Background: an optimization exercise with open tools, aiming at small area and a short achievable clock period. Do not read the settings as production practice. At most, simulation tests tie the RTL to the original design; equivalence was not proved. Power figures rest on the tool's default switching activity, not on a simulated workload.

==> module rc_next, before the edit <==
module rc_next(
    input  wire        done,
    input  wire        stage_flag,
    input  wire [19:0] des,
    input  wire [1:0]  colh,
    input  wire [19:0] s1,
    input  wire [7:0]  g,
    output wire [19:0] des_n,
    output wire [1:0]  colh_n,
    output wire [19:0] s1_n,
    output wire [7:0]  g_n,
    output wire [10:0] fr_n,
    output wire        stage_n,
    output wire        done_n,
    input  wire        a1,
    input  wire        a384,
    output wire        a1_n,
    output wire        a384_n,
    output wire        c7_n,
    output wire        c9_n,
    output wire        c4_n,
    output wire        c13_n,
    output wire        c17_n
);
  wire live = ~done;
  wire [8:0] col = {colh, des[6:0]};
  wire lo127  = &des[6:0];
  wire col0   = (colh == 2'd0) & ~|des[6:0];
  wire c383   = (colh == 2'd2) & lo127;              
  wire c384   = (colh == 2'd3);                      
  wire end0   = (des == 20'd552959);                 
  wire d147   = (des == 20'd147456);
  wire d294   = (des == 20'd294912);
  wire d442   = (des == 20'd442368);
  wire cwrap = stage_flag ? c384 : c383;
  wire last  = live & (stage_flag ? (c384 & d442) : end0);
  assign stage_n = stage_flag | last;
  assign done_n  = done | (last & stage_flag);
  reg  [19:0] des_inc;
  reg         dc;
  integer     i;
  always @* begin
    dc = live & ~(stage_flag & c384);
    for (i = 0; i < 20; i = i + 1) begin
      des_inc[i] = des[i] ^ dc;
      dc = dc & des[i];
    end
  end
  assign des_n  = last ? 20'd0 : des_inc;
  assign colh_n = (live & cwrap) ? 2'd0 : colh + {1'b0, live & lo127};
  reg  [7:0] g_add;
  reg        gc;
  reg  [7:0] gk;
  integer    j;
  always @* begin
    gk = stage_flag ? ((live & c384) ? 8'd64 : 8'd0) : 8'd171;
    gc = 1'b0;
    for (j = 0; j < 8; j = j + 1) begin
      g_add[j] = g[j] ^ gk[j] ^ gc;
      gc = (g[j] & gk[j]) | (gc & (g[j] ^ gk[j]));
    end
  end
  assign g_n = (~stage_flag & c383) ? 8'd0 : g_add;
  wire [7:0] gmask = stage_flag       ? 8'hFF :
                     (col >= 9'd306)  ? 8'h80 :
                     (col >= 9'd153)  ? 8'hC0 :
                     (col >= 9'd76)   ? 8'hE0 :
                     (col >= 9'd38)   ? 8'hF0 :
                     (col >= 9'd19)   ? 8'hF8 :
                     (col >= 9'd9)    ? 8'hFC :
                     (col >= 9'd4)    ? 8'hFE : 8'hFF;
  wire [7:0] gm = g_n & gmask;
  reg  [2:0] q;
  always @* begin
    casez (gm)
      8'b1???????: q = 3'd7;
      8'b01??????: q = 3'd6;
      8'b001?????: q = 3'd5;
      8'b0001????: q = 3'd4;
      8'b00001???: q = 3'd3;
      8'b000001??: q = 3'd2;
      8'b0000001?: q = 3'd1;
      default:     q = 3'd0;
    endcase
  end
  wire [7:0]  gn = gm << (3'd7 - q);
  assign fr_n = (gm == 8'd0) ? 11'd0 : {4'd7 + {1'b0, q}, gn[6:0]};
  wire carry = (g < 8'd171);      
  reg  [1:0]  kl;                 
  reg  [12:0] kh;                 
  always @* begin
    kl = 2'd1; kh = 13'd0;
    if (done) kl = 2'd0;
    else if (~stage_flag) begin
      if (col0) begin
        if (~a1) kl = 2'd0;               
        else begin kl = 2'd2; kh = -13'd5; end
      end else if (c383) kh = end0 ? -13'd7195 : 13'd5;
      else kl = carry ? 2'd2 : 2'd1;
    end else begin
      if (col0) begin
        if (~a384) begin kl = 2'd3; kh = -13'd5; end    
        else if (d147 | d294) kh = -13'd1434;
        else kh = (des[8:7] == 2'd0) ? 13'd6 : 13'd3;
      end else if (c384) begin
        kl = 2'd0;
        if (d147 | d294) kh = 13'd1437;
        else if (d442)   kh = -13'd2883;
        else             kh = -13'd3;
      end
    end
  end
  reg  [6:0]  l_sum;
  reg  [12:0] h_sum;
  reg         lc, hc;
  integer     k;
  always @* begin
    l_sum[0] = s1[0] ^ kl[0];
    lc = s1[0] & kl[0];
    l_sum[1] = s1[1] ^ kl[1] ^ lc;
    lc = (s1[1] & kl[1]) | (lc & (s1[1] ^ kl[1]));
    for (k = 2; k < 7; k = k + 1)
      l_sum[k] = s1[k] ^ (lc & (&(s1[6:2] | ~((5'd1 << (k - 2)) - 5'd1))));
    lc = (&s1[6:2]) & (s1[1] ? (s1[0] ? |kl : kl[1]) : (s1[0] & (&kl)));
    hc = lc;
    for (k = 0; k < 13; k = k + 1) begin
      h_sum[k] = s1[7+k] ^ kh[k] ^ hc;
      hc = (s1[7+k] & kh[k]) | (hc & (s1[7+k] ^ kh[k]));
    end
  end
  assign s1_n = {h_sum, l_sum};
  assign a1_n   = live ? ~stage_flag : a1;
  assign a384_n = live ? stage_flag : a384;
  assign c7_n   = a1_n & (&s1_n[6:0]);
  assign c9_n   = a384_n ? (s1_n[8] | s1_n[7]) : (a1_n & (&s1_n[8:0]));
  assign c4_n   = a1_n & (&s1_n[3:0]);
  assign c13_n  = c9_n & (&s1_n[12:9]);
  assign c17_n  = c13_n & (&s1_n[16:13]);
endmodule
clock: 32.0 ns
lec_check: 0
cap_margin: 20
core_margin: 2
core_utilization: 40
place_density: 0.6
slew_margin: 20
standard.sh (not shown) runs the stock make flow with config.mk's settings and CLKGATE_MAP_FILE= SYNTH_SCRIPT=/design/flow/synth_recipe.tcl, a recipe that flattens the netlist after the stock synthesis.
==> flow/flow/run.sh <==
#!/bin/bash
set -euo pipefail
bash standard.sh "BUFFER_PORTS_ARGS=-buffer_cell sky130_fd_sc_hd__buf_1" \
  "CTS_ARGS=-sink_clustering_enable -repair_clock_nets -dont_use_dummy_load -buf_list sky130_fd_sc_hd__clkbuf_4 -root_buf sky130_fd_sc_hd__clkbuf_8" \
  "SETUP_SLACK_MARGIN=24.2" finish > flow_make.log 2>&1
Rerun with:
--- a/flow/design.v
+++ b/flow/design.v
@@ -67,27 +67,19 @@
                      (col >= 9'd76)   ? 8'hE0 :
                      (col >= 9'd38)   ? 8'hF0 :
                      (col >= 9'd19)   ? 8'hF8 :
                      (col >= 9'd9)    ? 8'hFC :
                      (col >= 9'd4)    ? 8'hFE : 8'hFF;
   wire [7:0] gm = g_n & gmask;
-  reg  [2:0] q;
-  always @* begin
-    casez (gm)
-      8'b1???????: q = 3'd7;
-      8'b01??????: q = 3'd6;
-      8'b001?????: q = 3'd5;
-      8'b0001????: q = 3'd4;
-      8'b00001???: q = 3'd3;
-      8'b000001??: q = 3'd2;
-      8'b0000001?: q = 3'd1;
-      default:     q = 3'd0;
-    endcase
-  end
-  wire [7:0]  gn = gm << (3'd7 - q);
-  assign fr_n = (gm == 8'd0) ? 11'd0 : {4'd7 + {1'b0, q}, gn[6:0]};
+  wire       z4 = ~|gm[7:4];
+  wire [7:0] n4 = z4 ? {gm[3:0], 4'd0} : gm;
+  wire       z2 = ~|n4[7:6];
+  wire [7:0] n2 = z2 ? {n4[5:0], 2'd0} : n4;
+  wire       z1 = ~n2[7];
+  wire [6:0] n1 = z1 ? n2[5:0] << 1 : n2[6:0];
+  assign fr_n = (gm == 8'd0) ? 11'd0 : {4'd14 - {1'b0, z4, z2, z1}, n1};
   wire carry = (g < 8'd171);      
   reg  [1:0]  kl;                 
   reg  [12:0] kh;                 
   always @* begin
     kl = 2'd1; kh = 13'd0;
     if (done) kl = 2'd0;
=>
- global-route usage falls by 0.20 points
- wire length falls by 2.7%
- final area falls by 2.2%
- total power falls by 48%
- synthesized area falls by 2.6%
- final cell count falls by 4.0%
- critical path depth rises by 2
- utilization falls by 0.42 points
- count of clock-buffer cells in the layout is unchanged

* * *

resize_controller, a different RTL version from the one above (not shown whole).
Size in the first run: roughly 90 I/O pins.
==> flow/config.mk <==
export PLATFORM = sky130hd
export DESIGN_NAME = resize_controller
export DESIGN_NICKNAME = resize_controller
export VERILOG_FILES = /design/flow/design.v
export SDC_FILE = /design/flow/constraint.sdc
export NUM_CORES = 4
export LEC_CHECK = 0
export CAP_MARGIN = 20
export CORE_MARGIN = 2
export CORE_UTILIZATION = 40
export PLACE_DENSITY = 0.6
export SLEW_MARGIN = 20
==> flow/constraint.sdc <==
create_clock -name core_clock -period 32.0 [get_ports {clk}]
set_input_delay 6.4000 -clock core_clock [delete_from_list [all_inputs] [get_ports {clk}]]
set_output_delay 6.4000 -clock core_clock [all_outputs]
set_load 0.01 [all_outputs]
==> flow/flow/run.sh <==
#!/bin/bash
# Standard ORFS layout, with the port buffers made of buf_1 cells instead of
# the default delay buffers. Each tool's output goes to the ORFS logs; make's
# own output goes to flow_make.log here.
set -euo pipefail
bash standard.sh "BUFFER_PORTS_ARGS=-buffer_cell sky130_fd_sc_hd__buf_1" finish > flow_make.log 2>&1
==> next run, changes <==
--- a/flow/design.v
+++ b/flow/design.v
@@ -1,23 +1,22 @@
 module rc_next(
     input  wire        done,
     input  wire        stage_flag,
     input  wire [19:0] des,
     input  wire [1:0]  colh,
     input  wire [19:0] s1,
     input  wire [7:0]  g,
     output wire [19:0] des_n,
     output wire [1:0]  colh_n,
     output wire [19:0] s1_n,
-    output reg  [19:0] s2_n,
     output wire [7:0]  g_n,
     output wire [10:0] fr_n,
     output wire        stage_n,
     output wire        done_n
 );
   wire live = ~done;
   wire [8:0] col = {colh, des[6:0]};
   wire lo127  = &des[6:0];
   wire col0   = (colh == 2'd0) & ~|des[6:0];
   wire c383   = (colh == 2'd2) & lo127;              
   wire c384   = (colh == 2'd3);                      
   wire dz     = ~|des;
@@ -124,39 +123,24 @@
       h_sum[k] = s1[7+k] ^ kh[k] ^ hc;
       hc = (s1[7+k] & kh[k]) | (hc & (s1[7+k] ^ kh[k]));
     end
     pinc = hc & ~kh[3];
     pdec = ~hc & kh[3];
     for (k = 3; k < 13; k = k + 1) begin
       h_sum[k] = s1[7+k] ^ (pinc | pdec);
       pinc = pinc & s1[7+k];
       pdec = pdec & ~s1[7+k];
     end
   end
   assign s1_n = {ld ? hv : h_sum, l_sum};
-  reg  [1:0] a2;
-  reg        c2;
-  integer    m;
-  always @* begin
-    a2 = stage_flag ? 2'd3 : 2'd0;
-    for (m = 0; m < 7; m = m + 1)
-      s2_n[m] = s1_n[m] ^ (~stage_flag & (&(s1_n[6:0] | ~((7'd1 << m) - 7'd1))));
-    c2 = ~stage_flag & (&s1_n[6:0]);
-    for (m = 7; m < 9; m = m + 1) begin
-      s2_n[m] = s1_n[m] ^ a2[m-7] ^ c2;
-      c2 = (s1_n[m] & a2[m-7]) | (c2 & (s1_n[m] ^ a2[m-7]));
-    end
-    for (m = 9; m < 20; m = m + 1)
-      s2_n[m] = s1_n[m] ^ (c2 & (&(s1_n[19:9] | ~((11'd1 << (m - 9)) - 11'd1))));
-  end
 endmodule
 module rc_hold #(parameter W = 1) (
     input  wire         en,
     input  wire [W-1:0] nx,
     input  wire [W-1:0] q,
     output wire [W-1:0] d
 );
   assign d = en ? nx : q;
 endmodule
 module resize_controller(
     clk,
     reset_n,
@@ -168,52 +152,68 @@
     fraction_part,
     done
 );
   input wire clk;
   input wire reset_n;
   input wire enable;
   output reg  done, stage_flag;
   output wire [23-1:0] src_addr1, src_addr2;
   output wire [23-1:0] des_addr;
   output wire [15:0] fraction_part;
   reg [19:0] des;       
   reg [1:0]  colh;      
-  reg [19:0] s1, s2;    
+  reg [19:0] s1;        
   reg [7:0]  g;         
   reg [10:0] fr;        
   assign des_addr      = {3'b000, des};
   assign src_addr1     = {3'b000, s1};
-  assign src_addr2     = {3'b000, s2};
+  wire        dz    = ~|des;
+  wire        plus1 = stage_flag ? (dz & ~done) : ~dz;
+  wire        p384  = stage_flag & ~(dz & ~done);
+  reg  [19:0] s2;
+  reg         c2;
+  integer     m;
+  always @* begin
+    for (m = 0; m < 7; m = m + 1)
+      s2[m] = s1[m] ^ (plus1 & (&(s1[6:0] | ~((7'd1 << m) - 7'd1))));
+    c2 = plus1 & (&s1[6:0]);
+    s2[7] = s1[7] ^ p384 ^ c2;
+    c2 = (s1[7] & (p384 | c2)) | (p384 & c2);
+    s2[8] = s1[8] ^ p384 ^ c2;
+    c2 = (s1[8] & (p384 | c2)) | (p384 & c2);
+    for (m = 9; m < 20; m = m + 1)
+      s2[m] = s1[m] ^ (c2 & (&(s1[19:9] | ~((11'd1 << (m - 9)) - 11'd1))));
+  end
+  assign src_addr2 = {3'b000, s2};
   assign fraction_part = {2'b00, fr, 3'b000};
-  wire [19:0] des_n, s1_n, s2_n;
+  wire [19:0] des_n, s1_n;
   wire [1:0]  colh_n;
   wire [7:0]  g_n;
   wire [10:0] fr_n;
   wire        stage_n, done_n;
   rc_next u_next (
     .done(done), .stage_flag(stage_flag), .des(des), .colh(colh), .s1(s1), .g(g),
-    .des_n(des_n), .colh_n(colh_n), .s1_n(s1_n), .s2_n(s2_n), .g_n(g_n), .fr_n(fr_n),
+    .des_n(des_n), .colh_n(colh_n), .s1_n(s1_n), .g_n(g_n), .fr_n(fr_n),
     .stage_n(stage_n), .done_n(done_n)
   );
-  localparam N = 20 + 2 + 20 + 20 + 8 + 11 + 2;
+  localparam N = 20 + 2 + 20 + 8 + 11 + 2;
   wire [N-1:0] d;
   rc_hold #(.W(N)) u_hold (
     .en(enable),
-    .nx({des_n, colh_n, s1_n, s2_n, g_n, fr_n, stage_n, done_n}),
-    .q ({des,   colh,   s1,   s2,   g,   fr,   stage_flag, done}),
+    .nx({des_n, colh_n, s1_n, g_n, fr_n, stage_n, done_n}),
+    .q ({des,   colh,   s1,   g,   fr,   stage_flag, done}),
     .d (d)
   );
   always @(posedge clk or negedge reset_n) begin
     if (~reset_n) begin
       des        <= 0;
       colh       <= 0;
       s1         <= 0;
-      s2         <= 0;
       g          <= 0;
       fr         <= 0;
       stage_flag <= 0;
       done       <= 0;
     end else begin
-      {des, colh, s1, s2, g, fr, stage_flag, done} <= d;
+      {des, colh, s1, g, fr, stage_flag, done} <= d;
     end
   end
 endmodule
=> The new run ran to the end with no violations; count of clock-buffer cells in the layout shrinks by 3; flip-flop and latch count shrinks by 20; cell count shrinks by about 7%; design area shrinks by 9.2%; clock power grows by about 10%; die area shrinks by about 11%.
No functional check of the RTL was part of the second run of this note.

re-timing with driven ports:
How much do the figures lean on ideal ports? The routed layouts below were timed once more, with nothing changed but the port constraints. Step 1: set_driving_cell puts a clkbuf_16 on clk and a buf_2 on each other input, an assumption about the parent block. Step 2 adds t to the input delays and takes it off the output delays; t is the mean of the earliest and latest rising clock arrival at the registers after step 1. Input paths then give back, and output paths get back, about the clock's delay inside the block. Slacks: no drivers / after step 1 / after step 2; pairs: no drivers / after step 1.
run	shift t [ns]	setup slack, ns	slew at the worst register clock pin (ns)
the first run of note 1	0.371	24.284 / 24.252 / 23.957	0.08 / 0.08
the second run of note 1	0.378	24.265 / 24.232 / 23.940	0.08 / 0.08
the first run of note 2	0.384	24.338 / 24.299 / 23.987	0.06 / 0.06
the second run of note 2	0.370	20.657 / 20.618 / 20.988	0.06 / 0.06
After both steps every run listed still meets setup and hold. The setup slack of the first run of note 2, which loses most, moves by -0.039 ns with the drivers and by -0.351 ns with both steps.
